Context: an optimization exercise on an open-source flow, tuned for small area. The choices shown serve that exercise and are no tape-out recipe. Only simulation tests tie the RTL to the original design; equivalence was not proved.

<file path="design/flow/design.v">
`timescale 1ns / 1ps
module FFT_8pt(
    input clk, reset,
    input [11:0] real_in, imag_in,
    input [2:0] addr_real, addr_imag,
    input wr_en_real, wr_en_imag,
    output [23:0] fft_real_out, fft_imag_out
);
    reg [95:0] real_mem, imag_mem;
    reg [2:0] read_addr_real, read_addr_imag;
    integer a;
    always @(posedge clk) begin
        for (a = 0; a < 8; a = a + 1) begin
            if (wr_en_real && addr_real == a) real_mem[a*12 +: 12] <= {~real_in[11], real_in[10:0]};
            if (wr_en_imag && addr_imag == a) imag_mem[a*12 +: 12] <= {~imag_in[11], imag_in[10:0]};
        end
        if (!wr_en_real) read_addr_real <= addr_real;
        if (!wr_en_imag) read_addr_imag <= addr_imag;
    end
    wire [11:0] mr = real_mem[read_addr_real*12 +: 12];
    wire [11:0] mi = imag_mem[read_addr_imag*12 +: 12];
    reg [2:0] k;
    reg run;
    always @(posedge clk or posedge reset) begin
        if (reset) begin
            k <= 3'd0;
            run <= 1'b0;
        end else begin
            k <= k + 3'd1;
            if (k == 3'd7) run <= 1'b1;
        end
    end
    wire sw = k[0] & k[1];
    wire ng = k[2] & ~k[0];
    wire swng = sw | ng;
    wire [11:0] cr, ci;
    genvar gb;
    generate for (gb = 0; gb < 12; gb = gb + 1) begin : rot
        fft_mxn ur(.s(sw), .a(mr[gb]), .b(mi[gb]), .x(ng), .y(cr[gb]));
        fft_mxn ui(.s(sw), .a(mi[gb]), .b(mr[gb]), .x(swng), .y(ci[gb]));
    end endgenerate
    wire ph1 = ~run & ~k[2];         
    wire ph2 = ~run & k[2];          
    wire nph1 = ~ph1, nrun = ~run;
    wire cqr = ph2 & ~k[0];
    wire cqi = ph2 & (~k[0] | k[1]);
    wire cpc = k[0];
    wire ncpc = ~k[0];
    reg [12:0] qrr [0:3];
    reg [12:0] qri [0:3];
    reg [12:1] prr [0:3];
    reg [12:1] pri [0:3];
    wire [12:0] qer, qei;              
    wire [12:1] per, pei;
    integer q;
    always @(posedge clk) begin
        for (q = 0; q < 3; q = q + 1) begin
            qrr[q] <= qrr[q+1];
            qri[q] <= qri[q+1];
            prr[q] <= prr[q+1];
            pri[q] <= pri[q+1];
        end
        qrr[3] <= qer;
        qri[3] <= qei;
        prr[3] <= per;
        pri[3] <= pei;
    end
    wire [12:0] q0r = qrr[0], q0i = qri[0];
    wire [12:1] p0r = prr[0], p0i = pri[0];
    wire c0, c1, c2, c3, c4, c5, c6, c7, c8, c9, c10, c11, c12, c13, c14, c15, c16, c17, c18, c19, c20, c21, c22, c23, c24, c25, c26, c27, c28, c29, c30, c31, c32, c33, c34, c35, c36, c37, c38, c39, c40, c41, c42, c43, c44, c45, c46, c47, c48, c49, c50, c51, c52, c53, c54, c55, c56, c57, c58, c59, c60, c61, c62, c63, c64, c65, c66, c67, c68, c69, c70, c71, c72, c73, c74, c75, c76, c77, c78, c79, c80, c81, c82, c83, c84, c85, c86, c87, c88, c89, c90, c91, c92, c93, c94, c95, c96, c97, c98, c99, c100, c101, c102, c103, c104, c105, c106, c107, c108, c109, c110, c111, c112, c113, c114, c115, c116, c117, c118, c119, c120, c121, c122, c123, c124, c125, c126, c127, c128, c129, c130, c131, c132, c133, c134, c135, c136, c137, c138, c139, c140, c141, c142, c143, c144, c145, c146, c147, c148, c149, c150, c151, c152, c153, c154, c155, c156, c157, c158, c159, c160, c161, c162, c163, c164, c165, c166, c167, c168, c169, c170, c171, c172, c173, c174, c175;
    assign c0 = q0r[0] & nph1;
    assign c1 = q0r[1] & nph1;
    assign c2 = q0r[2] & nph1;
    assign c3 = q0r[3] & nph1;
    assign c4 = q0r[4] & nph1;
    assign c5 = q0r[5] & nph1;
    assign c6 = q0r[6] & nph1;
    assign c7 = q0r[7] & nph1;
    assign c8 = q0r[8] & nph1;
    assign c9 = q0r[9] & nph1;
    assign c10 = q0r[10] & nph1;
    assign c11 = q0r[11] & nph1;
    assign c12 = cr[0] & nrun;
    assign c13 = cr[1] & nrun;
    assign c14 = cr[2] & nrun;
    assign c15 = cr[3] & nrun;
    assign c16 = cr[4] & nrun;
    assign c17 = cr[5] & nrun;
    assign c18 = cr[6] & nrun;
    assign c19 = cr[7] & nrun;
    assign c20 = cr[8] & nrun;
    assign c21 = cr[9] & nrun;
    assign c22 = cr[10] & nrun;
    assign c23 = cr[11] & nrun;
    fft_fa uc24 (.a(c0), .b(c12), .c(cqr), .s(c24), .co(c25));
    fft_fa uc26 (.a(c1), .b(c13), .c(c25), .s(c26), .co(c27));
    fft_fa uc28 (.a(c2), .b(c14), .c(c27), .s(c28), .co(c29));
    fft_fa uc30 (.a(c3), .b(c15), .c(c29), .s(c30), .co(c31));
    fft_fa uc32 (.a(c4), .b(c16), .c(c31), .s(c32), .co(c33));
    fft_fa uc34 (.a(c5), .b(c17), .c(c33), .s(c34), .co(c35));
    fft_fa uc36 (.a(c6), .b(c18), .c(c35), .s(c36), .co(c37));
    fft_fa uc38 (.a(c7), .b(c19), .c(c37), .s(c38), .co(c39));
    fft_fa uc40 (.a(c8), .b(c20), .c(c39), .s(c40), .co(c41));
    fft_fa uc42 (.a(c9), .b(c21), .c(c41), .s(c42), .co(c43));
    fft_fa uc44 (.a(c10), .b(c22), .c(c43), .s(c44), .co(c45));
    fft_fa uc46 (.a(c11), .b(c23), .c(c45), .s(c46), .co(c47));
    assign c48 = q0r[12] & run;
    assign c49 = c48 ^ c47;
    assign c50 = ~q0r[0];
    assign c51 = ~q0r[1];
    assign c52 = ~q0r[2];
    assign c53 = ~q0r[3];
    assign c54 = ~q0r[4];
    assign c55 = ~q0r[5];
    assign c56 = ~q0r[6];
    assign c57 = ~q0r[7];
    assign c58 = ~q0r[8];
    assign c59 = ~q0r[9];
    assign c60 = ~q0r[10];
    assign c61 = ~q0r[11];
    assign c62 = c50 & cr[0];
    assign c63 = c50 | cr[0];
    assign c64 = ncpc & c63;
    assign c65 = c62 | c64;
    fft_fa uc66 (.a(c51), .b(cr[1]), .c(c65), .s(c66), .co(c67));
    fft_fa uc68 (.a(c52), .b(cr[2]), .c(c67), .s(c68), .co(c69));
    fft_fa uc70 (.a(c53), .b(cr[3]), .c(c69), .s(c70), .co(c71));
    fft_fa uc72 (.a(c54), .b(cr[4]), .c(c71), .s(c72), .co(c73));
    fft_fa uc74 (.a(c55), .b(cr[5]), .c(c73), .s(c74), .co(c75));
    fft_fa uc76 (.a(c56), .b(cr[6]), .c(c75), .s(c76), .co(c77));
    fft_fa uc78 (.a(c57), .b(cr[7]), .c(c77), .s(c78), .co(c79));
    fft_fa uc80 (.a(c58), .b(cr[8]), .c(c79), .s(c80), .co(c81));
    fft_fa uc82 (.a(c59), .b(cr[9]), .c(c81), .s(c82), .co(c83));
    fft_fa uc84 (.a(c60), .b(cr[10]), .c(c83), .s(c84), .co(c85));
    fft_fa uc86 (.a(c61), .b(cr[11]), .c(c85), .s(c86), .co(c87));
    assign qer[0] = c24;
    assign qer[1] = c26;
    assign qer[2] = c28;
    assign qer[3] = c30;
    assign qer[4] = c32;
    assign qer[5] = c34;
    assign qer[6] = c36;
    assign qer[7] = c38;
    assign qer[8] = c40;
    assign qer[9] = c42;
    assign qer[10] = c44;
    assign qer[11] = c46;
    assign qer[12] = c49;
    fft_pmx upr1 (.r(run), .p(p0r[1]), .dn(c66), .y(per[1]));
    fft_pmx upr2 (.r(run), .p(p0r[2]), .dn(c68), .y(per[2]));
    fft_pmx upr3 (.r(run), .p(p0r[3]), .dn(c70), .y(per[3]));
    fft_pmx upr4 (.r(run), .p(p0r[4]), .dn(c72), .y(per[4]));
    fft_pmx upr5 (.r(run), .p(p0r[5]), .dn(c74), .y(per[5]));
    fft_pmx upr6 (.r(run), .p(p0r[6]), .dn(c76), .y(per[6]));
    fft_pmx upr7 (.r(run), .p(p0r[7]), .dn(c78), .y(per[7]));
    fft_pmx upr8 (.r(run), .p(p0r[8]), .dn(c80), .y(per[8]));
    fft_pmx upr9 (.r(run), .p(p0r[9]), .dn(c82), .y(per[9]));
    fft_pmx upr10 (.r(run), .p(p0r[10]), .dn(c84), .y(per[10]));
    fft_pmx upr11 (.r(run), .p(p0r[11]), .dn(c86), .y(per[11]));
    fft_pmx upr12 (.r(run), .p(p0r[12]), .dn(c87), .y(per[12]));
    assign c88 = q0i[0] & nph1;
    assign c89 = q0i[1] & nph1;
    assign c90 = q0i[2] & nph1;
    assign c91 = q0i[3] & nph1;
    assign c92 = q0i[4] & nph1;
    assign c93 = q0i[5] & nph1;
    assign c94 = q0i[6] & nph1;
    assign c95 = q0i[7] & nph1;
    assign c96 = q0i[8] & nph1;
    assign c97 = q0i[9] & nph1;
    assign c98 = q0i[10] & nph1;
    assign c99 = q0i[11] & nph1;
    assign c100 = ci[0] & nrun;
    assign c101 = ci[1] & nrun;
    assign c102 = ci[2] & nrun;
    assign c103 = ci[3] & nrun;
    assign c104 = ci[4] & nrun;
    assign c105 = ci[5] & nrun;
    assign c106 = ci[6] & nrun;
    assign c107 = ci[7] & nrun;
    assign c108 = ci[8] & nrun;
    assign c109 = ci[9] & nrun;
    assign c110 = ci[10] & nrun;
    assign c111 = ci[11] & nrun;
    fft_fa uc112 (.a(c88), .b(c100), .c(cqi), .s(c112), .co(c113));
    fft_fa uc114 (.a(c89), .b(c101), .c(c113), .s(c114), .co(c115));
    fft_fa uc116 (.a(c90), .b(c102), .c(c115), .s(c116), .co(c117));
    fft_fa uc118 (.a(c91), .b(c103), .c(c117), .s(c118), .co(c119));
    fft_fa uc120 (.a(c92), .b(c104), .c(c119), .s(c120), .co(c121));
    fft_fa uc122 (.a(c93), .b(c105), .c(c121), .s(c122), .co(c123));
    fft_fa uc124 (.a(c94), .b(c106), .c(c123), .s(c124), .co(c125));
    fft_fa uc126 (.a(c95), .b(c107), .c(c125), .s(c126), .co(c127));
    fft_fa uc128 (.a(c96), .b(c108), .c(c127), .s(c128), .co(c129));
    fft_fa uc130 (.a(c97), .b(c109), .c(c129), .s(c130), .co(c131));
    fft_fa uc132 (.a(c98), .b(c110), .c(c131), .s(c132), .co(c133));
    fft_fa uc134 (.a(c99), .b(c111), .c(c133), .s(c134), .co(c135));
    assign c136 = q0i[12] & run;
    assign c137 = c136 ^ c135;
    assign c138 = ~q0i[0];
    assign c139 = ~q0i[1];
    assign c140 = ~q0i[2];
    assign c141 = ~q0i[3];
    assign c142 = ~q0i[4];
    assign c143 = ~q0i[5];
    assign c144 = ~q0i[6];
    assign c145 = ~q0i[7];
    assign c146 = ~q0i[8];
    assign c147 = ~q0i[9];
    assign c148 = ~q0i[10];
    assign c149 = ~q0i[11];
    assign c150 = c138 & ci[0];
    assign c151 = c138 | ci[0];
    assign c152 = ncpc & c151;
    assign c153 = c150 | c152;
    fft_fa uc154 (.a(c139), .b(ci[1]), .c(c153), .s(c154), .co(c155));
    fft_fa uc156 (.a(c140), .b(ci[2]), .c(c155), .s(c156), .co(c157));
    fft_fa uc158 (.a(c141), .b(ci[3]), .c(c157), .s(c158), .co(c159));
    fft_fa uc160 (.a(c142), .b(ci[4]), .c(c159), .s(c160), .co(c161));
    fft_fa uc162 (.a(c143), .b(ci[5]), .c(c161), .s(c162), .co(c163));
    fft_fa uc164 (.a(c144), .b(ci[6]), .c(c163), .s(c164), .co(c165));
    fft_fa uc166 (.a(c145), .b(ci[7]), .c(c165), .s(c166), .co(c167));
    fft_fa uc168 (.a(c146), .b(ci[8]), .c(c167), .s(c168), .co(c169));
    fft_fa uc170 (.a(c147), .b(ci[9]), .c(c169), .s(c170), .co(c171));
    fft_fa uc172 (.a(c148), .b(ci[10]), .c(c171), .s(c172), .co(c173));
    fft_fa uc174 (.a(c149), .b(ci[11]), .c(c173), .s(c174), .co(c175));
    assign qei[0] = c112;
    assign qei[1] = c114;
    assign qei[2] = c116;
    assign qei[3] = c118;
    assign qei[4] = c120;
    assign qei[5] = c122;
    assign qei[6] = c124;
    assign qei[7] = c126;
    assign qei[8] = c128;
    assign qei[9] = c130;
    assign qei[10] = c132;
    assign qei[11] = c134;
    assign qei[12] = c137;
    fft_pmx upi1 (.r(run), .p(p0i[1]), .dn(c154), .y(pei[1]));
    fft_pmx upi2 (.r(run), .p(p0i[2]), .dn(c156), .y(pei[2]));
    fft_pmx upi3 (.r(run), .p(p0i[3]), .dn(c158), .y(pei[3]));
    fft_pmx upi4 (.r(run), .p(p0i[4]), .dn(c160), .y(pei[4]));
    fft_pmx upi5 (.r(run), .p(p0i[5]), .dn(c162), .y(pei[5]));
    fft_pmx upi6 (.r(run), .p(p0i[6]), .dn(c164), .y(pei[6]));
    fft_pmx upi7 (.r(run), .p(p0i[7]), .dn(c166), .y(pei[7]));
    fft_pmx upi8 (.r(run), .p(p0i[8]), .dn(c168), .y(pei[8]));
    fft_pmx upi9 (.r(run), .p(p0i[9]), .dn(c170), .y(pei[9]));
    fft_pmx upi10 (.r(run), .p(p0i[10]), .dn(c172), .y(pei[10]));
    fft_pmx upi11 (.r(run), .p(p0i[11]), .dn(c174), .y(pei[11]));
    fft_pmx upi12 (.r(run), .p(p0i[12]), .dn(c175), .y(pei[12]));
    wire [2:0] j = k + 3'd1;
    wire [7:0] tab_lp0r = 8'b11110000;
    wire [7:0] tab_lp2r = 8'b00111100;
    wire [7:0] tab_lp0i = 8'b01111000;
    wire [7:0] tab_lp2i = 8'b00011110;
    wire [12:0] br0 = {prr[1], qrr[1][0] ^ tab_lp0r[j]};
    wire [12:0] br2 = {prr[3], qrr[3][0] ^ tab_lp2r[j]};
    wire [12:0] br1 = qrr[2];
    wire [12:0] br3 = qer;
    wire [12:0] bi0 = {pri[1], qri[1][0] ^ tab_lp0i[j]};
    wire [12:0] bi2 = {pri[3], qri[3][0] ^ tab_lp2i[j]};
    wire [12:0] bi1 = qri[2];
    wire [12:0] bi3 = qei;
    wire odd = j[0];
    wire sn = ~j[0] & (j[1] ^ j[2]);
    wire t1 = j[0] & ~j[1];
    wire t3 = j[0] & j[1];
    wire snt1 = (~j[0] & (j[1] ^ j[2])) | (j[0] & ~j[1]);
    wire snt3 = (~j[0] & (j[1] ^ j[2])) | (j[0] & j[1]);
    wire [7:0] tab_cc0r = 8'b11111100;
    wire cc0r = tab_cc0r[j];
    wire [7:0] tab_cc0i = 8'b11111100;
    wire cc0i = tab_cc0i[j];
    wire [7:0] tab_cc1r = 8'b11101110;
    wire cc1r = tab_cc1r[j];
    wire [7:0] tab_cc1i = 8'b01000100;
    wire cc1i = tab_cc1i[j];
    wire [4:0] kc;
    wire [7:0] tab_kc0 = 8'b00100000;
    assign kc[0] = tab_kc0[j];
    wire [7:0] tab_kc1 = 8'b00100100;
    assign kc[1] = tab_kc1[j];
    wire [7:0] tab_kc2 = 8'b10101010;
    assign kc[2] = tab_kc2[j];
    wire [7:0] tab_kc3 = 8'b01010101;
    assign kc[3] = tab_kc3[j];
    wire [7:0] tab_kc4 = 8'b00100110;
    assign kc[4] = tab_kc4[j];
    wire [23:0] yr, yi;
    wire w0, w1, w2, w3, w4, w5, w6, w7, w8, w9, w10, w11, w12, w13, w14, w15, w16, w17, w18, w19, w20, w21, w22, w23, w24, w25, w26, w27, w28, w29, w30, w31, w32, w33, w34, w35, w36, w37, w38, w39, w40, w41, w42, w43, w44, w45, w46, w47, w48, w49, w50, w51, w52, w53, w54, w55, w56, w57, w58, w59, w60, w61, w62, w63, w64, w65, w66, w67, w68, w69, w70, w71, w72, w73, w74, w75, w76, w77, w78, w79, w80, w81, w82, w83, w84, w85, w86, w87, w88, w89, w90, w91, w92, w93, w94, w95, w96, w97, w98, w99, w100, w101, w102, w103, w104, w105, w106, w107, w108, w109, w110, w111, w112, w113, w114, w115, w116, w117, w118, w119, w120, w121, w122, w123, w124, w125, w126, w127, w128, w129, w130, w131, w132, w133, w134, w135, w136, w137, w138, w139, w140, w141, w142, w143, w144, w145, w146, w147, w148, w149, w150, w151, w152, w153, w154, w155, w156, w157, w158, w159, w160, w161, w162, w163, w164, w165, w166, w167, w168, w169, w170, w171, w172, w173, w174, w175, w176, w177, w178, w179, w180, w181, w182, w183, w184, w185, w186, w187, w188, w189, w190, w191, w192, w193, w194, w195, w196, w197, w198, w199, w200, w201, w202, w203, w204, w205, w206, w207, w208, w209, w210, w211, w212, w213, w214, w215, w216, w217, w218, w219, w220, w221, w222, w223, w224, w225, w226, w227, w228, w229, w230, w231, w232, w233, w234, w235, w236, w237, w238, w239, w240, w241, w242, w243, w244, w245, w246, w247, w248, w249, w250, w251, w252, w253, w254, w255, w256, w257, w258, w259, w260, w261, w262, w263, w264, w265, w266, w267, w268, w269, w270, w271, w272, w273, w274, w275, w276, w277, w278, w279, w280, w281, w282, w283, w284, w285, w286, w287, w288, w289, w290, w291, w292, w293, w294, w295, w296, w297, w298, w299, w300, w301, w302, w303, w304, w305, w306, w307, w308, w309, w310, w311, w312, w313, w314, w315, w316, w317, w318, w319, w320, w321, w322, w323, w324, w325, w326, w327, w328, w329, w330, w331, w332, w333, w334, w335, w336, w337, w338, w339, w340, w341, w342, w343, w344, w345, w346, w347, w348, w349, w350, w351, w352, w353, w354, w355, w356, w357, w358, w359, w360, w361, w362, w363, w364, w365, w366, w367, w368, w369, w370, w371, w372, w373, w374, w375, w376, w377, w378, w379, w380, w381, w382, w383, w384, w385, w386, w387, w388, w389, w390, w391, w392, w393, w394, w395, w396, w397, w398, w399, w400, w401, w402, w403, w404, w405, w406, w407, w408, w409, w410, w411, w412, w413, w414, w415, w416, w417, w418, w419, w420, w421, w422, w423, w424, w425, w426, w427, w428, w429, w430, w431, w432, w433, w434, w435, w436, w437, w438, w439, w440, w441, w442, w443, w444, w445, w446, w447, w448, w449, w450, w451, w452, w453, w454, w455, w456, w457, w458, w459, w460, w461, w462, w463, w464, w465, w466, w467, w468, w469, w470, w471, w472, w473, w474, w475, w476, w477, w478, w479, w480, w481, w482, w483, w484, w485, w486, w487, w488, w489, w490, w491, w492, w493, w494, w495, w496, w497, w498, w499, w500, w501, w502, w503, w504, w505, w506, w507, w508, w509, w510, w511, w512, w513, w514, w515, w516, w517, w518, w519, w520, w521, w522, w523, w524, w525, w526, w527, w528, w529, w530, w531, w532, w533, w534, w535, w536, w537, w538, w539, w540, w541, w542, w543, w544, w545, w546, w547, w548, w549, w550, w551, w552, w553, w554, w555, w556, w557, w558, w559, w560, w561, w562, w563, w564, w565, w566, w567, w568, w569, w570, w571, w572, w573, w574, w575, w576, w577, w578, w579, w580, w581, w582, w583, w584, w585, w586, w587, w588, w589, w590, w591, w592, w593, w594, w595, w596, w597, w598, w599, w600, w601, w602, w603, w604, w605, w606, w607, w608;
    fft_fa uw0 (.a(br0[0]), .b(br2[0]), .c(cc0r), .s(w0), .co(w1));
    fft_fa uw2 (.a(br0[1]), .b(br2[1]), .c(w1), .s(w2), .co(w3));
    fft_fa uw4 (.a(br0[2]), .b(br2[2]), .c(w3), .s(w4), .co(w5));
    fft_fa uw6 (.a(br0[3]), .b(br2[3]), .c(w5), .s(w6), .co(w7));
    fft_fa uw8 (.a(br0[4]), .b(br2[4]), .c(w7), .s(w8), .co(w9));
    fft_fa uw10 (.a(br0[5]), .b(br2[5]), .c(w9), .s(w10), .co(w11));
    fft_fa uw12 (.a(br0[6]), .b(br2[6]), .c(w11), .s(w12), .co(w13));
    fft_fa uw14 (.a(br0[7]), .b(br2[7]), .c(w13), .s(w14), .co(w15));
    fft_fa uw16 (.a(br0[8]), .b(br2[8]), .c(w15), .s(w16), .co(w17));
    fft_fa uw18 (.a(br0[9]), .b(br2[9]), .c(w17), .s(w18), .co(w19));
    fft_fa uw20 (.a(br0[10]), .b(br2[10]), .c(w19), .s(w20), .co(w21));
    fft_fa uw22 (.a(br0[11]), .b(br2[11]), .c(w21), .s(w22), .co(w23));
    fft_fa uw24 (.a(br0[12]), .b(br2[12]), .c(w23), .s(w24), .co(w25));
    fft_fa uw26 (.a(bi0[0]), .b(bi2[0]), .c(cc0i), .s(w26), .co(w27));
    fft_fa uw28 (.a(bi0[1]), .b(bi2[1]), .c(w27), .s(w28), .co(w29));
    fft_fa uw30 (.a(bi0[2]), .b(bi2[2]), .c(w29), .s(w30), .co(w31));
    fft_fa uw32 (.a(bi0[3]), .b(bi2[3]), .c(w31), .s(w32), .co(w33));
    fft_fa uw34 (.a(bi0[4]), .b(bi2[4]), .c(w33), .s(w34), .co(w35));
    fft_fa uw36 (.a(bi0[5]), .b(bi2[5]), .c(w35), .s(w36), .co(w37));
    fft_fa uw38 (.a(bi0[6]), .b(bi2[6]), .c(w37), .s(w38), .co(w39));
    fft_fa uw40 (.a(bi0[7]), .b(bi2[7]), .c(w39), .s(w40), .co(w41));
    fft_fa uw42 (.a(bi0[8]), .b(bi2[8]), .c(w41), .s(w42), .co(w43));
    fft_fa uw44 (.a(bi0[9]), .b(bi2[9]), .c(w43), .s(w44), .co(w45));
    fft_fa uw46 (.a(bi0[10]), .b(bi2[10]), .c(w45), .s(w46), .co(w47));
    fft_fa uw48 (.a(bi0[11]), .b(bi2[11]), .c(w47), .s(w48), .co(w49));
    fft_fa uw50 (.a(bi0[12]), .b(bi2[12]), .c(w49), .s(w50), .co(w51));
    assign w52 = ~bi3[0];
    assign w53 = ~bi3[1];
    assign w54 = ~bi3[2];
    assign w55 = ~bi3[3];
    assign w56 = ~bi3[4];
    assign w57 = ~bi3[5];
    assign w58 = ~bi3[6];
    assign w59 = ~bi3[7];
    assign w60 = ~bi3[8];
    assign w61 = ~bi3[9];
    assign w62 = ~bi3[10];
    assign w63 = ~bi3[11];
    assign w64 = ~bi3[12];
    fft_fa uw65 (.a(br1[0]), .b(w52), .c(cc1r), .s(w65), .co(w66));
    fft_fa uw67 (.a(br1[1]), .b(w53), .c(w66), .s(w67), .co(w68));
    fft_fa uw69 (.a(br1[2]), .b(w54), .c(w68), .s(w69), .co(w70));
    fft_fa uw71 (.a(br1[3]), .b(w55), .c(w70), .s(w71), .co(w72));
    fft_fa uw73 (.a(br1[4]), .b(w56), .c(w72), .s(w73), .co(w74));
    fft_fa uw75 (.a(br1[5]), .b(w57), .c(w74), .s(w75), .co(w76));
    fft_fa uw77 (.a(br1[6]), .b(w58), .c(w76), .s(w77), .co(w78));
    fft_fa uw79 (.a(br1[7]), .b(w59), .c(w78), .s(w79), .co(w80));
    fft_fa uw81 (.a(br1[8]), .b(w60), .c(w80), .s(w81), .co(w82));
    fft_fa uw83 (.a(br1[9]), .b(w61), .c(w82), .s(w83), .co(w84));
    fft_fa uw85 (.a(br1[10]), .b(w62), .c(w84), .s(w85), .co(w86));
    fft_fa uw87 (.a(br1[11]), .b(w63), .c(w86), .s(w87), .co(w88));
    fft_fa uw89 (.a(br1[12]), .b(w64), .c(w88), .s(w89), .co(w90));
    fft_fa uw91 (.a(bi1[0]), .b(br3[0]), .c(cc1i), .s(w91), .co(w92));
    fft_fa uw93 (.a(bi1[1]), .b(br3[1]), .c(w92), .s(w93), .co(w94));
    fft_fa uw95 (.a(bi1[2]), .b(br3[2]), .c(w94), .s(w95), .co(w96));
    fft_fa uw97 (.a(bi1[3]), .b(br3[3]), .c(w96), .s(w97), .co(w98));
    fft_fa uw99 (.a(bi1[4]), .b(br3[4]), .c(w98), .s(w99), .co(w100));
    fft_fa uw101 (.a(bi1[5]), .b(br3[5]), .c(w100), .s(w101), .co(w102));
    fft_fa uw103 (.a(bi1[6]), .b(br3[6]), .c(w102), .s(w103), .co(w104));
    fft_fa uw105 (.a(bi1[7]), .b(br3[7]), .c(w104), .s(w105), .co(w106));
    fft_fa uw107 (.a(bi1[8]), .b(br3[8]), .c(w106), .s(w107), .co(w108));
    fft_fa uw109 (.a(bi1[9]), .b(br3[9]), .c(w108), .s(w109), .co(w110));
    fft_fa uw111 (.a(bi1[10]), .b(br3[10]), .c(w110), .s(w111), .co(w112));
    fft_fa uw113 (.a(bi1[11]), .b(br3[11]), .c(w112), .s(w113), .co(w114));
    fft_fa uw115 (.a(bi1[12]), .b(br3[12]), .c(w114), .s(w115), .co(w116));
    fft_mxn uw117 (.s(t1), .a(w65), .b(w91), .x(sn), .y(w117));
    fft_mxn uw118 (.s(t1), .a(w67), .b(w93), .x(sn), .y(w118));
    fft_mxn uw119 (.s(t1), .a(w69), .b(w95), .x(sn), .y(w119));
    fft_mxn uw120 (.s(t1), .a(w71), .b(w97), .x(sn), .y(w120));
    fft_mxn uw121 (.s(t1), .a(w73), .b(w99), .x(sn), .y(w121));
    fft_mxn uw122 (.s(t1), .a(w75), .b(w101), .x(sn), .y(w122));
    fft_mxn uw123 (.s(t1), .a(w77), .b(w103), .x(sn), .y(w123));
    fft_mxn uw124 (.s(t1), .a(w79), .b(w105), .x(sn), .y(w124));
    fft_mxn uw125 (.s(t1), .a(w81), .b(w107), .x(sn), .y(w125));
    fft_mxn uw126 (.s(t1), .a(w83), .b(w109), .x(sn), .y(w126));
    fft_mxn uw127 (.s(t1), .a(w85), .b(w111), .x(sn), .y(w127));
    fft_mxn uw128 (.s(t1), .a(w87), .b(w113), .x(sn), .y(w128));
    fft_mxn uw129 (.s(t1), .a(w89), .b(w115), .x(sn), .y(w129));
    fft_mxn uw130 (.s(t1), .a(w90), .b(w116), .x(sn), .y(w130));
    fft_mxn uw131 (.s(t1), .a(w91), .b(w65), .x(snt1), .y(w131));
    fft_mxn uw132 (.s(t1), .a(w93), .b(w67), .x(snt1), .y(w132));
    fft_mxn uw133 (.s(t1), .a(w95), .b(w69), .x(snt1), .y(w133));
    fft_mxn uw134 (.s(t1), .a(w97), .b(w71), .x(snt1), .y(w134));
    fft_mxn uw135 (.s(t1), .a(w99), .b(w73), .x(snt1), .y(w135));
    fft_mxn uw136 (.s(t1), .a(w101), .b(w75), .x(snt1), .y(w136));
    fft_mxn uw137 (.s(t1), .a(w103), .b(w77), .x(snt1), .y(w137));
    fft_mxn uw138 (.s(t1), .a(w105), .b(w79), .x(snt1), .y(w138));
    fft_mxn uw139 (.s(t1), .a(w107), .b(w81), .x(snt1), .y(w139));
    fft_mxn uw140 (.s(t1), .a(w109), .b(w83), .x(snt1), .y(w140));
    fft_mxn uw141 (.s(t1), .a(w111), .b(w85), .x(snt1), .y(w141));
    fft_mxn uw142 (.s(t1), .a(w113), .b(w87), .x(snt1), .y(w142));
    fft_mxn uw143 (.s(t1), .a(w115), .b(w89), .x(snt1), .y(w143));
    fft_mxn uw144 (.s(t1), .a(w116), .b(w90), .x(snt1), .y(w144));
    assign w145 = w0 ^ sn;
    assign w146 = w2 ^ sn;
    assign w147 = w4 ^ sn;
    assign w148 = w6 ^ sn;
    assign w149 = w8 ^ sn;
    assign w150 = w10 ^ sn;
    assign w151 = w12 ^ sn;
    assign w152 = w14 ^ sn;
    assign w153 = w16 ^ sn;
    assign w154 = w18 ^ sn;
    assign w155 = w20 ^ sn;
    assign w156 = w22 ^ sn;
    assign w157 = w24 ^ sn;
    assign w158 = w25 ^ sn;
    fft_axr uw159 (.a(w26), .g(odd), .x(t3), .y(w159));
    fft_axr uw160 (.a(w28), .g(odd), .x(t3), .y(w160));
    fft_axr uw161 (.a(w30), .g(odd), .x(t3), .y(w161));
    fft_axr uw162 (.a(w32), .g(odd), .x(t3), .y(w162));
    fft_axr uw163 (.a(w34), .g(odd), .x(t3), .y(w163));
    fft_axr uw164 (.a(w36), .g(odd), .x(t3), .y(w164));
    fft_axr uw165 (.a(w38), .g(odd), .x(t3), .y(w165));
    fft_axr uw166 (.a(w40), .g(odd), .x(t3), .y(w166));
    fft_axr uw167 (.a(w42), .g(odd), .x(t3), .y(w167));
    fft_axr uw168 (.a(w44), .g(odd), .x(t3), .y(w168));
    fft_axr uw169 (.a(w46), .g(odd), .x(t3), .y(w169));
    fft_axr uw170 (.a(w48), .g(odd), .x(t3), .y(w170));
    fft_axr uw171 (.a(w50), .g(odd), .x(t3), .y(w171));
    fft_axr uw172 (.a(w51), .g(odd), .x(t3), .y(w172));
    fft_fa uw173 (.a(w145), .b(w159), .c(snt3), .s(w173), .co(w174));
    fft_fa uw175 (.a(w146), .b(w160), .c(w174), .s(w175), .co(w176));
    fft_fa uw177 (.a(w147), .b(w161), .c(w176), .s(w177), .co(w178));
    fft_fa uw179 (.a(w148), .b(w162), .c(w178), .s(w179), .co(w180));
    fft_fa uw181 (.a(w149), .b(w163), .c(w180), .s(w181), .co(w182));
    fft_fa uw183 (.a(w150), .b(w164), .c(w182), .s(w183), .co(w184));
    fft_fa uw185 (.a(w151), .b(w165), .c(w184), .s(w185), .co(w186));
    fft_fa uw187 (.a(w152), .b(w166), .c(w186), .s(w187), .co(w188));
    fft_fa uw189 (.a(w153), .b(w167), .c(w188), .s(w189), .co(w190));
    fft_fa uw191 (.a(w154), .b(w168), .c(w190), .s(w191), .co(w192));
    fft_fa uw193 (.a(w155), .b(w169), .c(w192), .s(w193), .co(w194));
    fft_fa uw195 (.a(w156), .b(w170), .c(w194), .s(w195), .co(w196));
    fft_fa uw197 (.a(w157), .b(w171), .c(w196), .s(w197), .co(w198));
    fft_fa uw199 (.a(w158), .b(w172), .c(w198), .s(w199), .co(w200));
    assign w201 = w26 ^ sn;
    assign w202 = w28 ^ sn;
    assign w203 = w30 ^ sn;
    assign w204 = w32 ^ sn;
    assign w205 = w34 ^ sn;
    assign w206 = w36 ^ sn;
    assign w207 = w38 ^ sn;
    assign w208 = w40 ^ sn;
    assign w209 = w42 ^ sn;
    assign w210 = w44 ^ sn;
    assign w211 = w46 ^ sn;
    assign w212 = w48 ^ sn;
    assign w213 = w50 ^ sn;
    assign w214 = w51 ^ sn;
    fft_axr uw215 (.a(w0), .g(odd), .x(t1), .y(w215));
    fft_axr uw216 (.a(w2), .g(odd), .x(t1), .y(w216));
    fft_axr uw217 (.a(w4), .g(odd), .x(t1), .y(w217));
    fft_axr uw218 (.a(w6), .g(odd), .x(t1), .y(w218));
    fft_axr uw219 (.a(w8), .g(odd), .x(t1), .y(w219));
    fft_axr uw220 (.a(w10), .g(odd), .x(t1), .y(w220));
    fft_axr uw221 (.a(w12), .g(odd), .x(t1), .y(w221));
    fft_axr uw222 (.a(w14), .g(odd), .x(t1), .y(w222));
    fft_axr uw223 (.a(w16), .g(odd), .x(t1), .y(w223));
    fft_axr uw224 (.a(w18), .g(odd), .x(t1), .y(w224));
    fft_axr uw225 (.a(w20), .g(odd), .x(t1), .y(w225));
    fft_axr uw226 (.a(w22), .g(odd), .x(t1), .y(w226));
    fft_axr uw227 (.a(w24), .g(odd), .x(t1), .y(w227));
    fft_axr uw228 (.a(w25), .g(odd), .x(t1), .y(w228));
    fft_fa uw229 (.a(w201), .b(w215), .c(snt1), .s(w229), .co(w230));
    fft_fa uw231 (.a(w202), .b(w216), .c(w230), .s(w231), .co(w232));
    fft_fa uw233 (.a(w203), .b(w217), .c(w232), .s(w233), .co(w234));
    fft_fa uw235 (.a(w204), .b(w218), .c(w234), .s(w235), .co(w236));
    fft_fa uw237 (.a(w205), .b(w219), .c(w236), .s(w237), .co(w238));
    fft_fa uw239 (.a(w206), .b(w220), .c(w238), .s(w239), .co(w240));
    fft_fa uw241 (.a(w207), .b(w221), .c(w240), .s(w241), .co(w242));
    fft_fa uw243 (.a(w208), .b(w222), .c(w242), .s(w243), .co(w244));
    fft_fa uw245 (.a(w209), .b(w223), .c(w244), .s(w245), .co(w246));
    fft_fa uw247 (.a(w210), .b(w224), .c(w246), .s(w247), .co(w248));
    fft_fa uw249 (.a(w211), .b(w225), .c(w248), .s(w249), .co(w250));
    fft_fa uw251 (.a(w212), .b(w226), .c(w250), .s(w251), .co(w252));
    fft_fa uw253 (.a(w213), .b(w227), .c(w252), .s(w253), .co(w254));
    fft_fa uw255 (.a(w214), .b(w228), .c(w254), .s(w255), .co(w256));
    assign w257 = w173 & odd;
    assign w258 = w175 & odd;
    assign w259 = w177 & odd;
    assign w260 = w179 & odd;
    assign w261 = w181 & odd;
    assign w262 = w183 & odd;
    assign w263 = w185 & odd;
    assign w264 = w187 & odd;
    assign w265 = w189 & odd;
    assign w266 = w191 & odd;
    assign w267 = w193 & odd;
    assign w268 = w195 & odd;
    assign w269 = w197 & odd;
    assign w270 = w199 & odd;
    assign w271 = w200 & odd;
    fft_ha uw272 (.a(w259), .b(w257), .s(w272), .co(w273));
    fft_fa uw274 (.a(w260), .b(w258), .c(w273), .s(w274), .co(w275));
    fft_fa uw276 (.a(w261), .b(w259), .c(w275), .s(w276), .co(w277));
    fft_fa uw278 (.a(w262), .b(w260), .c(w277), .s(w278), .co(w279));
    fft_fa uw280 (.a(w263), .b(w261), .c(w279), .s(w280), .co(w281));
    fft_fa uw282 (.a(w264), .b(w262), .c(w281), .s(w282), .co(w283));
    fft_fa uw284 (.a(w265), .b(w263), .c(w283), .s(w284), .co(w285));
    fft_fa uw286 (.a(w266), .b(w264), .c(w285), .s(w286), .co(w287));
    fft_fa uw288 (.a(w267), .b(w265), .c(w287), .s(w288), .co(w289));
    fft_fa uw290 (.a(w268), .b(w266), .c(w289), .s(w290), .co(w291));
    fft_fa uw292 (.a(w269), .b(w267), .c(w291), .s(w292), .co(w293));
    fft_fa uw294 (.a(w270), .b(w268), .c(w293), .s(w294), .co(w295));
    fft_fa uw296 (.a(w271), .b(w269), .c(w295), .s(w296), .co(w297));
    fft_ha uw298 (.a(w270), .b(w297), .s(w298), .co(w299));
    fft_ha uw300 (.a(w271), .b(w299), .s(w300), .co(w301));
    assign w302 = ~w257;
    assign w303 = ~w258;
    assign w304 = ~w272;
    assign w305 = ~w274;
    assign w306 = ~w276;
    assign w307 = ~w278;
    assign w308 = ~w280;
    assign w309 = ~w282;
    assign w310 = ~w284;
    assign w311 = ~w286;
    assign w312 = ~w288;
    assign w313 = ~w290;
    assign w314 = ~w292;
    assign w315 = ~w294;
    assign w316 = ~w296;
    assign w317 = ~w298;
    assign w318 = ~w300;
    assign w319 = ~w301;
    assign w320 = ~(w276 ^ w302);
    assign w321 = w276 | w302;
    fft_fa uw322 (.a(w278), .b(w303), .c(kc[0]), .s(w322), .co(w323));
    fft_fa uw324 (.a(w280), .b(w304), .c(kc[0]), .s(w324), .co(w325));
    fft_fa uw326 (.a(w282), .b(w305), .c(w325), .s(w326), .co(w327));
    fft_fa uw328 (.a(w117), .b(w173), .c(w284), .s(w328), .co(w329));
    fft_fa uw330 (.a(w306), .b(kc[1]), .c(w327), .s(w330), .co(w331));
    fft_fa uw332 (.a(w118), .b(w175), .c(w286), .s(w332), .co(w333));
    fft_fa uw334 (.a(w307), .b(w329), .c(w331), .s(w334), .co(w335));
    fft_fa uw336 (.a(w119), .b(w177), .c(w288), .s(w336), .co(w337));
    fft_fa uw338 (.a(w308), .b(w333), .c(w335), .s(w338), .co(w339));
    fft_fa uw340 (.a(w120), .b(w179), .c(w290), .s(w340), .co(w341));
    fft_fa uw342 (.a(w309), .b(w337), .c(w339), .s(w342), .co(w343));
    fft_fa uw344 (.a(w121), .b(w181), .c(w292), .s(w344), .co(w345));
    fft_fa uw346 (.a(w310), .b(w341), .c(w343), .s(w346), .co(w347));
    fft_fa uw348 (.a(w122), .b(w183), .c(w294), .s(w348), .co(w349));
    fft_fa uw350 (.a(w311), .b(w345), .c(w347), .s(w350), .co(w351));
    fft_fa uw352 (.a(w123), .b(w185), .c(w296), .s(w352), .co(w353));
    fft_fa uw354 (.a(w312), .b(kc[2]), .c(w349), .s(w354), .co(w355));
    fft_fa uw356 (.a(w351), .b(w352), .c(w354), .s(w356), .co(w357));
    fft_fa uw358 (.a(w124), .b(w187), .c(w298), .s(w358), .co(w359));
    fft_fa uw360 (.a(w313), .b(kc[2]), .c(w353), .s(w360), .co(w361));
    fft_fa uw362 (.a(w355), .b(w357), .c(w358), .s(w362), .co(w363));
    fft_fa uw364 (.a(w125), .b(w189), .c(w300), .s(w364), .co(w365));
    fft_fa uw366 (.a(w314), .b(w359), .c(w361), .s(w366), .co(w367));
    fft_fa uw368 (.a(w363), .b(w364), .c(w366), .s(w368), .co(w369));
    fft_fa uw370 (.a(w126), .b(w191), .c(w301), .s(w370), .co(w371));
    fft_fa uw372 (.a(w315), .b(kc[2]), .c(w365), .s(w372), .co(w373));
    fft_fa uw374 (.a(w367), .b(w369), .c(w370), .s(w374), .co(w375));
    fft_fa uw376 (.a(w127), .b(w193), .c(w316), .s(w376), .co(w377));
    fft_fa uw378 (.a(w371), .b(w373), .c(w375), .s(w378), .co(w379));
    fft_fa uw380 (.a(w128), .b(w195), .c(w317), .s(w380), .co(w381));
    fft_fa uw382 (.a(w377), .b(w379), .c(w380), .s(w382), .co(w383));
    fft_fa uw384 (.a(w129), .b(w197), .c(w318), .s(w384), .co(w385));
    fft_fa uw386 (.a(kc[2]), .b(w381), .c(w383), .s(w386), .co(w387));
    fft_fa uw388 (.a(w130), .b(w199), .c(w319), .s(w388), .co(w389));
    fft_fa uw390 (.a(kc[2]), .b(w385), .c(w387), .s(w390), .co(w391));
    fft_fa uw392 (.a(w200), .b(kc[2]), .c(w389), .s(w392), .co(w393));
    fft_ha uw394 (.a(w258), .b(kc[0]), .s(w394), .co(w395));
    fft_ha uw396 (.a(w272), .b(w395), .s(w396), .co(w397));
    fft_fa uw398 (.a(w274), .b(kc[0]), .c(w397), .s(w398), .co(w399));
    fft_ha uw400 (.a(w320), .b(w399), .s(w400), .co(w401));
    fft_fa uw402 (.a(w321), .b(w322), .c(w401), .s(w402), .co(w403));
    fft_fa uw404 (.a(w323), .b(w324), .c(w403), .s(w404), .co(w405));
    fft_ha uw406 (.a(w326), .b(w405), .s(w406), .co(w407));
    fft_fa uw408 (.a(w328), .b(w330), .c(w407), .s(w408), .co(w409));
    fft_fa uw410 (.a(w332), .b(w334), .c(w409), .s(w410), .co(w411));
    fft_fa uw412 (.a(w336), .b(w338), .c(w411), .s(w412), .co(w413));
    fft_fa uw414 (.a(w340), .b(w342), .c(w413), .s(w414), .co(w415));
    fft_fa uw416 (.a(w344), .b(w346), .c(w415), .s(w416), .co(w417));
    fft_fa uw418 (.a(w348), .b(w350), .c(w417), .s(w418), .co(w419));
    fft_ha uw420 (.a(w356), .b(w419), .s(w420), .co(w421));
    fft_fa uw422 (.a(w360), .b(w362), .c(w421), .s(w422), .co(w423));
    fft_ha uw424 (.a(w368), .b(w423), .s(w424), .co(w425));
    fft_fa uw426 (.a(w372), .b(w374), .c(w425), .s(w426), .co(w427));
    fft_fa uw428 (.a(w376), .b(w378), .c(w427), .s(w428), .co(w429));
    fft_ha uw430 (.a(w382), .b(w429), .s(w430), .co(w431));
    fft_fa uw432 (.a(w384), .b(w386), .c(w431), .s(w432), .co(w433));
    fft_fa uw434 (.a(w388), .b(w390), .c(w433), .s(w434), .co(w435));
    fft_fa uw436 (.a(w391), .b(w392), .c(w435), .s(w436), .co(w437));
    fft_fa uw438 (.a(kc[3]), .b(w393), .c(w437), .s(w438), .co(w439));
    assign w440 = w229 & odd;
    assign w441 = w231 & odd;
    assign w442 = w233 & odd;
    assign w443 = w235 & odd;
    assign w444 = w237 & odd;
    assign w445 = w239 & odd;
    assign w446 = w241 & odd;
    assign w447 = w243 & odd;
    assign w448 = w245 & odd;
    assign w449 = w247 & odd;
    assign w450 = w249 & odd;
    assign w451 = w251 & odd;
    assign w452 = w253 & odd;
    assign w453 = w255 & odd;
    assign w454 = w256 & odd;
    fft_ha uw455 (.a(w442), .b(w440), .s(w455), .co(w456));
    fft_fa uw457 (.a(w443), .b(w441), .c(w456), .s(w457), .co(w458));
    fft_fa uw459 (.a(w444), .b(w442), .c(w458), .s(w459), .co(w460));
    fft_fa uw461 (.a(w445), .b(w443), .c(w460), .s(w461), .co(w462));
    fft_fa uw463 (.a(w446), .b(w444), .c(w462), .s(w463), .co(w464));
    fft_fa uw465 (.a(w447), .b(w445), .c(w464), .s(w465), .co(w466));
    fft_fa uw467 (.a(w448), .b(w446), .c(w466), .s(w467), .co(w468));
    fft_fa uw469 (.a(w449), .b(w447), .c(w468), .s(w469), .co(w470));
    fft_fa uw471 (.a(w450), .b(w448), .c(w470), .s(w471), .co(w472));
    fft_fa uw473 (.a(w451), .b(w449), .c(w472), .s(w473), .co(w474));
    fft_fa uw475 (.a(w452), .b(w450), .c(w474), .s(w475), .co(w476));
    fft_fa uw477 (.a(w453), .b(w451), .c(w476), .s(w477), .co(w478));
    fft_fa uw479 (.a(w454), .b(w452), .c(w478), .s(w479), .co(w480));
    fft_ha uw481 (.a(w453), .b(w480), .s(w481), .co(w482));
    fft_ha uw483 (.a(w454), .b(w482), .s(w483), .co(w484));
    assign w485 = ~w440;
    assign w486 = ~w441;
    assign w487 = ~w455;
    assign w488 = ~w457;
    assign w489 = ~w459;
    assign w490 = ~w461;
    assign w491 = ~w463;
    assign w492 = ~w465;
    assign w493 = ~w467;
    assign w494 = ~w469;
    assign w495 = ~w471;
    assign w496 = ~w473;
    assign w497 = ~w475;
    assign w498 = ~w477;
    assign w499 = ~w479;
    assign w500 = ~w481;
    assign w501 = ~w483;
    assign w502 = ~w484;
    assign w503 = ~(w459 ^ w485);
    assign w504 = w459 | w485;
    fft_fa uw505 (.a(w461), .b(w486), .c(w504), .s(w505), .co(w506));
    fft_fa uw507 (.a(w463), .b(w487), .c(w506), .s(w507), .co(w508));
    fft_fa uw509 (.a(w465), .b(w488), .c(w508), .s(w509), .co(w510));
    fft_fa uw511 (.a(w131), .b(w229), .c(w467), .s(w511), .co(w512));
    fft_fa uw513 (.a(w489), .b(kc[4]), .c(w510), .s(w513), .co(w514));
    fft_fa uw515 (.a(w132), .b(w231), .c(w469), .s(w515), .co(w516));
    fft_fa uw517 (.a(w490), .b(w512), .c(w514), .s(w517), .co(w518));
    fft_fa uw519 (.a(w133), .b(w233), .c(w471), .s(w519), .co(w520));
    fft_fa uw521 (.a(w491), .b(w516), .c(w518), .s(w521), .co(w522));
    fft_fa uw523 (.a(w134), .b(w235), .c(w473), .s(w523), .co(w524));
    fft_fa uw525 (.a(w492), .b(w520), .c(w522), .s(w525), .co(w526));
    fft_fa uw527 (.a(w135), .b(w237), .c(w475), .s(w527), .co(w528));
    fft_fa uw529 (.a(w493), .b(w524), .c(w526), .s(w529), .co(w530));
    fft_fa uw531 (.a(w136), .b(w239), .c(w477), .s(w531), .co(w532));
    fft_fa uw533 (.a(w494), .b(w528), .c(w530), .s(w533), .co(w534));
    fft_fa uw535 (.a(w137), .b(w241), .c(w479), .s(w535), .co(w536));
    fft_fa uw537 (.a(w495), .b(kc[2]), .c(w532), .s(w537), .co(w538));
    fft_fa uw539 (.a(w534), .b(w535), .c(w537), .s(w539), .co(w540));
    fft_fa uw541 (.a(w138), .b(w243), .c(w481), .s(w541), .co(w542));
    fft_fa uw543 (.a(w496), .b(kc[2]), .c(w536), .s(w543), .co(w544));
    fft_fa uw545 (.a(w538), .b(w540), .c(w541), .s(w545), .co(w546));
    fft_fa uw547 (.a(w139), .b(w245), .c(w483), .s(w547), .co(w548));
    fft_fa uw549 (.a(w497), .b(w542), .c(w544), .s(w549), .co(w550));
    fft_fa uw551 (.a(w546), .b(w547), .c(w549), .s(w551), .co(w552));
    fft_fa uw553 (.a(w140), .b(w247), .c(w484), .s(w553), .co(w554));
    fft_fa uw555 (.a(w498), .b(kc[2]), .c(w548), .s(w555), .co(w556));
    fft_fa uw557 (.a(w550), .b(w552), .c(w553), .s(w557), .co(w558));
    fft_fa uw559 (.a(w141), .b(w249), .c(w499), .s(w559), .co(w560));
    fft_fa uw561 (.a(w554), .b(w556), .c(w558), .s(w561), .co(w562));
    fft_fa uw563 (.a(w142), .b(w251), .c(w500), .s(w563), .co(w564));
    fft_fa uw565 (.a(w560), .b(w562), .c(w563), .s(w565), .co(w566));
    fft_fa uw567 (.a(w143), .b(w253), .c(w501), .s(w567), .co(w568));
    fft_fa uw569 (.a(kc[2]), .b(w564), .c(w566), .s(w569), .co(w570));
    fft_fa uw571 (.a(w144), .b(w255), .c(w502), .s(w571), .co(w572));
    fft_fa uw573 (.a(kc[2]), .b(w568), .c(w570), .s(w573), .co(w574));
    fft_fa uw575 (.a(w256), .b(kc[2]), .c(w572), .s(w575), .co(w576));
    fft_ha uw577 (.a(w511), .b(w513), .s(w577), .co(w578));
    fft_fa uw579 (.a(w515), .b(w517), .c(w578), .s(w579), .co(w580));
    fft_fa uw581 (.a(w519), .b(w521), .c(w580), .s(w581), .co(w582));
    fft_fa uw583 (.a(w523), .b(w525), .c(w582), .s(w583), .co(w584));
    fft_fa uw585 (.a(w527), .b(w529), .c(w584), .s(w585), .co(w586));
    fft_fa uw587 (.a(w531), .b(w533), .c(w586), .s(w587), .co(w588));
    fft_ha uw589 (.a(w539), .b(w588), .s(w589), .co(w590));
    fft_fa uw591 (.a(w543), .b(w545), .c(w590), .s(w591), .co(w592));
    fft_ha uw593 (.a(w551), .b(w592), .s(w593), .co(w594));
    fft_fa uw595 (.a(w555), .b(w557), .c(w594), .s(w595), .co(w596));
    fft_fa uw597 (.a(w559), .b(w561), .c(w596), .s(w597), .co(w598));
    fft_ha uw599 (.a(w565), .b(w598), .s(w599), .co(w600));
    fft_fa uw601 (.a(w567), .b(w569), .c(w600), .s(w601), .co(w602));
    fft_fa uw603 (.a(w571), .b(w573), .c(w602), .s(w603), .co(w604));
    fft_fa uw605 (.a(w574), .b(w575), .c(w604), .s(w605), .co(w606));
    fft_fa uw607 (.a(kc[3]), .b(w576), .c(w606), .s(w607), .co(w608));
    assign yr[0] = w257;
    assign yr[1] = w394;
    assign yr[2] = w396;
    assign yr[3] = w398;
    assign yr[4] = w400;
    assign yr[5] = w402;
    assign yr[6] = w404;
    assign yr[7] = w406;
    assign yr[8] = w408;
    assign yr[9] = w410;
    assign yr[10] = w412;
    assign yr[11] = w414;
    assign yr[12] = w416;
    assign yr[13] = w418;
    assign yr[14] = w420;
    assign yr[15] = w422;
    assign yr[16] = w424;
    assign yr[17] = w426;
    assign yr[18] = w428;
    assign yr[19] = w430;
    assign yr[20] = w432;
    assign yr[21] = w434;
    assign yr[22] = w436;
    assign yr[23] = w438;
    assign yi[0] = w440;
    assign yi[1] = w441;
    assign yi[2] = w455;
    assign yi[3] = w457;
    assign yi[4] = w503;
    assign yi[5] = w505;
    assign yi[6] = w507;
    assign yi[7] = w509;
    assign yi[8] = w577;
    assign yi[9] = w579;
    assign yi[10] = w581;
    assign yi[11] = w583;
    assign yi[12] = w585;
    assign yi[13] = w587;
    assign yi[14] = w589;
    assign yi[15] = w591;
    assign yi[16] = w593;
    assign yi[17] = w595;
    assign yi[18] = w597;
    assign yi[19] = w599;
    assign yi[20] = w601;
    assign yi[21] = w603;
    assign yi[22] = w605;
    assign yi[23] = w607;
    reg [23:0] out_r, out_i;
    always @(posedge clk) begin
        out_r <= yr;
        out_i <= yi;
    end
    assign fft_real_out = out_r;
    assign fft_imag_out = out_i;
endmodule
module fft_fa(input a, b, c, output s, co);
    assign s = a ^ b ^ c;
    assign co = (a & b) | (a & c) | (b & c);
endmodule
module fft_mxn(input s, a, b, x, output y);
    assign y = (s ? b : a) ^ x;
endmodule
module fft_pmx(input r, p, dn, output y);
    assign y = ~(r ? p : dn);
endmodule
module fft_axr(input a, g, x, output y);
    assign y = (a & g) ^ x;
endmodule
module fft_ha(input a, b, output s, co);
    assign s = a ^ b;
    assign co = a & b;
endmodule
</file>
<file path="design/flow/config.mk">
export PLATFORM = sky130hd
export DESIGN_NAME = FFT_8pt
export DESIGN_NICKNAME = FFT_8pt
export VERILOG_FILES = /design/flow/design.v
export SDC_FILE = /design/flow/constraint.sdc
export NUM_CORES = 4
export LEC_CHECK = 0
export CAP_MARGIN = 10
export CORE_MARGIN = 2
export CORE_UTILIZATION = 65
export SLEW_MARGIN = 10
export SYNTH_HIERARCHICAL = 1
</file>
<file path="design/flow/flow/run.sh">
#!/bin/bash
# Standard layout, with these changes: ports are buffered with the smallest
# buffer; the clock tree uses clkbuf_4 leaves and no dummy loads; buffers
# that synthesis added are removed and its upsized cells set back to drive 1
# after floorplanning (repair_design and repair_timing resize as needed).
set -euo pipefail
export BUFFER_PORTS_ARGS="-buffer_cell sky130_fd_sc_hd__buf_1"
export CTS_ARGS="-sink_clustering_enable -repair_clock_nets -dont_use_dummy_load -sink_clustering_size 9 -sink_clustering_max_diameter 45 -buf_list sky130_fd_sc_hd__clkbuf_4 -root_buf sky130_fd_sc_hd__clkbuf_8"
export REMOVE_ABC_BUFFERS=1
export POST_FLOORPLAN_TCL="$PWD/flow/downsize.tcl"
export RECOVER_POWER=100
bash standard.sh > standard.log 2>&1
</file>
<file path="design/flow/flow/downsize.tcl">
# Set every combinational cell to the smallest-area drive strength of the
# same cell, and let placement's repair_design and repair_timing size back up
# what the layout needs.
set db [ord::get_db]
set block [ord::get_db_block]
set n 0
foreach inst [$block getInsts] {
  set m [$inst getMaster]
  set name [$m getName]
  if {![regexp {^(sky130_fd_sc_hd__[a-z0-9]+)_([0-9]+)$} $name -> base drv]} { continue }
  if {[string match "*__df*" $base] || [string match "*__edf*" $base] \
      || [string match "*clk*" $base] || [string match "*conb*" $base]} { continue }
  set best $m
  set barea [expr {[$m getWidth] * [$m getHeight]}]
  foreach d {0 1 2} {
    set c [$db findMaster ${base}_$d]
    if {$c == "NULL" || $c == ""} { continue }
    set a [expr {[$c getWidth] * [$c getHeight]}]
    if {$a < $barea} { set best $c; set barea $a }
  }
  if {$best != $m} {
    $inst swapMaster $best
    incr n
  }
}
puts "downsize.tcl: $n instances resized"
</file>
<file path="design/flow/constraint.sdc">
create_clock -name core_clock -period 16.0 [get_ports {clk}]
set_input_delay 3.2000 -clock core_clock [delete_from_list [all_inputs] [get_ports {clk}]]
set_output_delay 3.2000 -clock core_clock [all_outputs]
set_load 0.01 [all_outputs]
</file>
<file path="design/flow/standard.sh">
#!/bin/bash
# synth_recipe.tcl (not shown) runs the flow's synth.tcl, then flattens the netlist and writes it again
# the make line also repeats each setting of config.mk as NAME=value (left out here)
make -C /OpenROAD-flow-scripts/flow DESIGN_CONFIG=/design/flow/config.mk WORK_HOME=/design/flow/orfs CLKGATE_MAP_FILE= SYNTH_SCRIPT=/design/flow/synth_recipe.tcl "${@:-finish}"
</file>
==> results_dict.tcl, run 1 <==
set metrics [dict create \
    drt_iter0_markers 520 \
    critical_path_start_end_classification "register to register" \
    place_hpwl_um 27500 \
    kind_of_end_point_of_the_critical_path "register" \
    postRouteAntennaNets 0 \
    cts.path.max_buffers 3 \
    setup_repair_after_global_routing_missed_its_margin "no" \
    r2r-end "out_r[23]" \
    routed_wl_um 36500 \
    reg2reg_slack_ns 0.96 \
    die_w_um 183 \
    layout.cells.most_common_list "fa_1 (250), dfxtp_1 (248), edfxtp_1 (198)" \
    global_route_wire_length_before_repair_um 58700 \
    post_cts_repair_setup_buffers 0 \
    synth-seq-cells 450 \
    finalCritPeriodShare_pct 94.0 \
    ys_seq_area_share_pct 52.7 \
    timing.hold.worst_endpoint "qrr[2][10]" \
    clock_sinks 450 \
    dieHeight_um 183 \
    rows 65 \
    period_minus_slack_ns 15.04 \
    crit_fanout 49 \
    min_path_type "register to register" \
    critical_path_buf_inv_count 2 \
    grt_busiest_layer "met2" \
    syn_to_final_growth_pct 5.33 \
    setup-tns-final_ns 0 \
    floorplan.initialDensity_pct 66.0 \
    cp_slowest_cell "fa_1" \
    finClkSkew_ns 0.0448 \
    diodes_inserted 0 \
    hold_buffer_count_at_cts 0 \
    reg2reg_depth 38 \
    grt_pass1_vias 10800 \
    groute.layer.met1.usage_pct 31.0 \
    fmax_ghz 0.0665 \
    finalSetupViolations 0 \
    grt_util_all_layers_pct 23.4 \
    finalNetCount 1713 \
    grt_max_degree 50 \
    status "complete, but fails checks" \
    ys_types 25 \
    worst_r2r_startpoint "k[0]" \
    place_worst_setup_slack_ns 0.901 \
    worstHoldStart "qrr[3][10]" \
    syn_area_per_cell_um2 16.6 \
    dominant_delay_contributor_by_cell_family_on_the_critical_path "adder cells" \
    global_route.overflow_total 0 \
    crit_required_ns 16.47 \
    max_cap_violations 1 \
    core_area_mm2 0.0316 \
    antenna_found_initial 0 \
    setup_slack_ns 0.960 \
    die_area_mm2 0.0336 \
    final_layout_size_suffix_gt1_share_pct 10.3 \
    hold_path_depth 0 \
    route.detailed.wl_per_inst_um 20.3 \
    slew_headroom_pct -35.4 \
    worst-endpoint-arrival_ns 15.51 \
    critical_path.startpoint_type "register" \
    via_per_inst 5.40 \
    drv_slew 25 \
    remaining_drc_errors 0 \
    syn_area_mm2 0.0209 \
    cts_tree "done" \
    cts_made_buffers 58 \
    first_pass_iters 4 \
    final-hold-violation-count 0 \
    cts.htree.levels 2 \
    clk_latency_ns 0.61 \
    ctsResizeCount 0 \
    boundaryPins 82 \
    violations "capacitance limit, slew limit" \
    gr-usage-met2_pct 39.7 \
    timing.critical_path.mode_cell "fa_1" \
    buffer_ports.inserted 81 \
    dr_total_vias 9730 \
    final_common_cell "fa_1" \
    gp_congestion 0.834 \
    root_buffer "clkbuf_8" \
    tightest_slew_ns 2.03 \
    syn_inst 1258 \
    cpPeakStageDelay_ns 0.58 \
    yosys_synthesis_warning_count 11 \
    groute.layer.met3.usage_pct 4.65 \
    clk_pin_slew_worst_paths_ns 0.10 \
]
[logic make-up (layout without fill, tap and decap cells)]
logic type	Yosys count	count (layout)	share of synthesized area, %
adders and majority gates	280	280	25.7
xor gates and xnor gates	114	114	4.78
DFF	450	450	52.7
and+or+nand+nor	148	148	3.47
AOI/OAI and AO/OA	3	3	0.0719
buffers and inverters	115	256	2.32
muxes	148	148	10.9
[worst max path at each step]
stage | from | end | slack, ns | cells past startpoint
2_1_floorplan | k[0] | out_i[23] | 0.44 | 32
3_3_place_gp | k[0] | out_r[23] | 1.08 | 38
3_5_place_dp | k[0] | out_r[23] | 0.90 | 38
4_1_cts | k[0] | out_r[23] | 0.87 | 38
5_1_grt | k[0] | out_r[23] | 0.43 | 38
6_report | k[0] | out_r[23] | 0.96 | 38
[Yosys stat by module (local to each module, per instance)]
module / cells / flip-flops and latches / copies in the design
fft_mxn: 2 / 0 / 52
FFT_8pt: 807 / 450 / 1
fft_pmx: 1 / 0 / 24
fft_fa: 1 / 0 / 250
fft_ha: 1 / 0 / 17
fft_axr: 2 / 0 / 28
[layer usage]
layer	wire length, µm	vias up
li1	-	4466
met1	15600	4964
met2	18400	236
met3	1700	64
met4	862	0
met5	0	-
[Yosys cell counts (all sizes together)]
cell | number | area (µm²)
xnor2 | 112 | 981
edfxtp | 198 | 5950
nand2 | 40 | 150
mux2i | 76 | 761
ha | 28 | 350
nor3b | 1 | 7.51
or2 | 1 | 6.26
a21oi | 2 | 10.0
buf | 13 | 103
clkbuf | 13 | 48.8
nand2b | 10 | 62.6
mux4 | 48 | 1240
nor2 | 39 | 146
xor2 | 2 | 17.5
maj3 | 2 | 20.0
mux2 | 24 | 270
fa | 250 | 5000
nor2b | 53 | 332
nor3 | 4 | 20.0
dfxtp | 248 | 4960
o21ai | 1 | 5.00
inv | 89 | 334
dfrtp | 4 | 100
[area by class of cell]
| class | count | area, µm² |
|---|---|---|
| clock buffers | 58 | 467 |
| fillers | 2182 | 9640 |
| inverters | 89 | 334 |
| multi-input cells | 693 | 9230 |
| flip-flops and latches | 450 | 11000 |
| well taps | 402 | 503 |
| repair buffers | 109 | 450 |
[state kept, by name, indices dropped and copies added (netlist names), 24 cells and up]
signal and count:
imag_mem 96, out_i 24, out_r 24, pri 48, prr 48, qri 52
qrr 52, real_mem 96
[per-stage QoR]
stage	instances	utilization [%]	cell area (µm²)	hold WS [ns]
6_report	1801	69.5	22000	0.300
5_1_grt	1801	69.5	22000	0.300
4_1_cts	1801	69.7	22100	0.299
3_5_place_dp	1743	68.3	21600	0.312
3_3_place_gp	1743	68.3	21600	0.310
2_1_floorplan	1232	-	20700	0.310
==> run 2, diff against run 1 <==
--- a/design/flow/flow/run.sh
+++ b/design/flow/flow/run.sh
@@ -8,5 +8,4 @@
 export CTS_ARGS="-sink_clustering_enable -repair_clock_nets -dont_use_dummy_load -sink_clustering_size 9 -sink_clustering_max_diameter 45 -buf_list sky130_fd_sc_hd__clkbuf_4 -root_buf sky130_fd_sc_hd__clkbuf_8"
 export REMOVE_ABC_BUFFERS=1
 export POST_FLOORPLAN_TCL="$PWD/flow/downsize.tcl"
-export RECOVER_POWER=100
 bash standard.sh > standard.log 2>&1
==> run 2 against run 1 <==
- now clean on timing, DRC and antenna
- synthesized cell count unchanged
- fmax up 0.12%
- area after synthesis unchanged
- clock skew down 0.00086 ns
- setup slack better by 0.019 ns
- final cell count unchanged
- critical endpoint unchanged
- via count about the same
==> results_dict.tcl, run 2 <==
set metrics [dict create \
    critical_path_start_end_classification "register to register" \
    antenna_found_initial 0 \
    syn_area_mm2 0.0209 \
    global_route_wire_length_before_repair_um 58700 \
    timing.critical_path.mode_cell "fa_1" \
    place_inst 1743 \
    syn_inst 1258 \
    whs_ns 0.300 \
    synth_enable_flop_cells 198 \
    cts.path.max_buffers 3 \
    first_pass_iters 7 \
    die_area_mm2 0.0336 \
    floorplan.initialDensity_pct 66.0 \
    syn_area_per_cell_um2 16.6 \
    place_worst_setup_slack_ns 0.901 \
    ctsResizeCount 0 \
    yosys.area.top_type_share_pct 28.5 \
    ys_types 25 \
    status "complete, no violations" \
    diodes_inserted 0 \
    root_buffer "clkbuf_8" \
    clk_latency_ns 0.61 \
    clk_pin_slew_worst_paths_ns 0.10 \
    synth-adder-area-share_pct 25.7 \
    final_layout_size_suffix_gt1_share_pct 11.7 \
    grt_max_degree 50 \
    slew_headroom_pct 30.1 \
    max_cap_violations 0 \
    kind_of_end_point_of_the_critical_path "register" \
    route.detailed.wl_per_inst_um 20.2 \
    drv_slew 0 \
    routed_wl_um 36400 \
    drt_iter0_markers 465 \
    via_per_inst 5.41 \
    ys_seq_area_share_pct 52.7 \
    synth_xor_area_share_pct 4.78 \
    synth_top_cells_by_count "fa_1 (250), dfxtp_1 (248), edfxtp_1 (198), xnor2_1 (112), inv_1 (89)" \
    fmax_ghz 0.0666 \
    finalNetCount 1713 \
    dieHeight_um 183 \
    cts.htree.levels 2 \
    buffer_ports.inserted 81 \
    grt_util_all_layers_pct 23.4 \
    boundaryPins 82 \
    finalSetupViolations 0 \
    yosysTopAreaCell "edfxtp_1" \
    crit_required_ns 16.46 \
    most_frequently_used_cell_type_in_the_post_synthesis_netlist "fa_1" \
    synth-seq-cells 450 \
    worst-endpoint-arrival_ns 15.49 \
    setup_repair_after_global_routing_missed_its_margin "no" \
    period_minus_slack_ns 15.02 \
    critical_path_buf_inv_count 2 \
    min_path_type "register to register" \
    mux_cell_area_share_after_synthesis_pct 10.9 \
    global_route.overflow_total 0 \
    finalCoreUtilization_pct 69.7 \
    share_of_flip_flops_with_an_asynchronous_set_or_reset_after_synthesis_pct 0.889 \
    clock_sinks 450 \
    synth.area.top_cells "edfxtp_1 (28%), fa_1 (24%), dfxtp_1 (24%), mux4_1 (5.4%), xnor2_1 (4.7%)" \
    die_w_um 183 \
    cpPeakStageDelay_ns 0.58 \
    place_hpwl_um 27500 \
    layout.cells.most_common_list "fa_1 (250), dfxtp_1 (248), edfxtp_1 (198)" \
    final-hold-violation-count 0 \
]
==> run 2: cell counts after synthesis <==
Identical to the previous run, type by type.
==> run 2: logic make-up (layout without fill, tap and decap cells) <==
family,after synthesis,after routing
buf+inv,115,256
fa+ha+maj,280,280
xor+xnor,114,114
compound gates,3,3
simple gates,148,148
flops,450,450
mux,148,148
==> run 2: area by class of cell <==
cell class	instances	area, µm²
timing repair buffer	109	514
inverter	89	334
fill	2159	9580
tap	402	503
multi-input combinational	693	9230
sequential	450	11000
clock buffer	58	467
==> run 2: final timing paths <==
kind                            startpoint    endpoint  slack [ns]  cells past startpoint
worst max register to register        k[0]   out_r[23]        0.98                     38
worst max-delay path                  k[0]   out_r[23]        0.98                     38
worst min-delay path            qrr[3][10]  qrr[2][10]        0.30                      0
min in group asynchronous            reset        k[0]        2.43                      2
max in group asynchronous            reset         run       13.38                      2
worst min register to register  qrr[3][10]  qrr[2][10]        0.30                      0
==> run 2: metal layers <==
layer | up-vias | global-route usage [%] | wire length, µm
met2 | 222 | 39.7 | 18400
met4 | 0 | 7.20 | 829
met5 | - | 0 | 0
met3 | 62 | 4.65 | 1580
li1 | 4471 | - | -
met1 | 4984 | 31.0 | 15600
==> run 2: worst reg2reg max path: cells and delay by family (launching register included) <==
family	cells	cell delay, ns
AOI/OAI and AO/OA	1	0.16
xor gates and xnor gates	2	0.31
adders and majority gates	30	12.92
buffers and inverters	2	0.63
DFF	1	0.48
and+or+nand+nor	3	0.38
==> run 2: Yosys stat by module (local to each module, per instance) <==
module / cell area [µm²] / cells / copies in the design
fft_axr: 12.5 / 2 / 28
FFT_8pt: 14100 / 807 / 1
fft_pmx: 10.0 / 1 / 24
fft_mxn: 18.8 / 2 / 52
fft_ha: 12.5 / 1 / 17
fft_fa: 20.0 / 1 / 250
==> run 2: stage by stage <==
step | cell area (µm²)
6_report | 22100
5_1_grt | 22100
4_1_cts | 22100
3_5_place_dp | 21600
3_3_place_gp | 21600
2_1_floorplan | 20700

==> port drivers added, routing unchanged <==
The flow's constraints put no driver on any port. The routed layouts listed below were extracted and timed again, unchanged, in two steps. Step 1 assumes that a clkbuf_16 drives the clock port and a buf_2 every other input. Step 2 also shifts input and output timing later by t, the mid clock arrival at the registers, as if the neighbouring blocks saw the same clock. Slacks: ideal ports / drivers / drivers and shift; pairs: ideal ports / drivers.
run | t, ns | setup slack, ns | latest minus earliest clock arrival (ns) | worst register clock-pin slew, ns | cell pins on the clock port's net
run 1 | 0.638 | 0.960 / 0.960 / 0.960 | 0.045 / 0.044 | 0.10 / 0.10 | 1
run 2 | 0.639 | 0.978 / 0.978 / 0.978 | 0.044 / 0.044 | 0.10 / 0.10 | 1
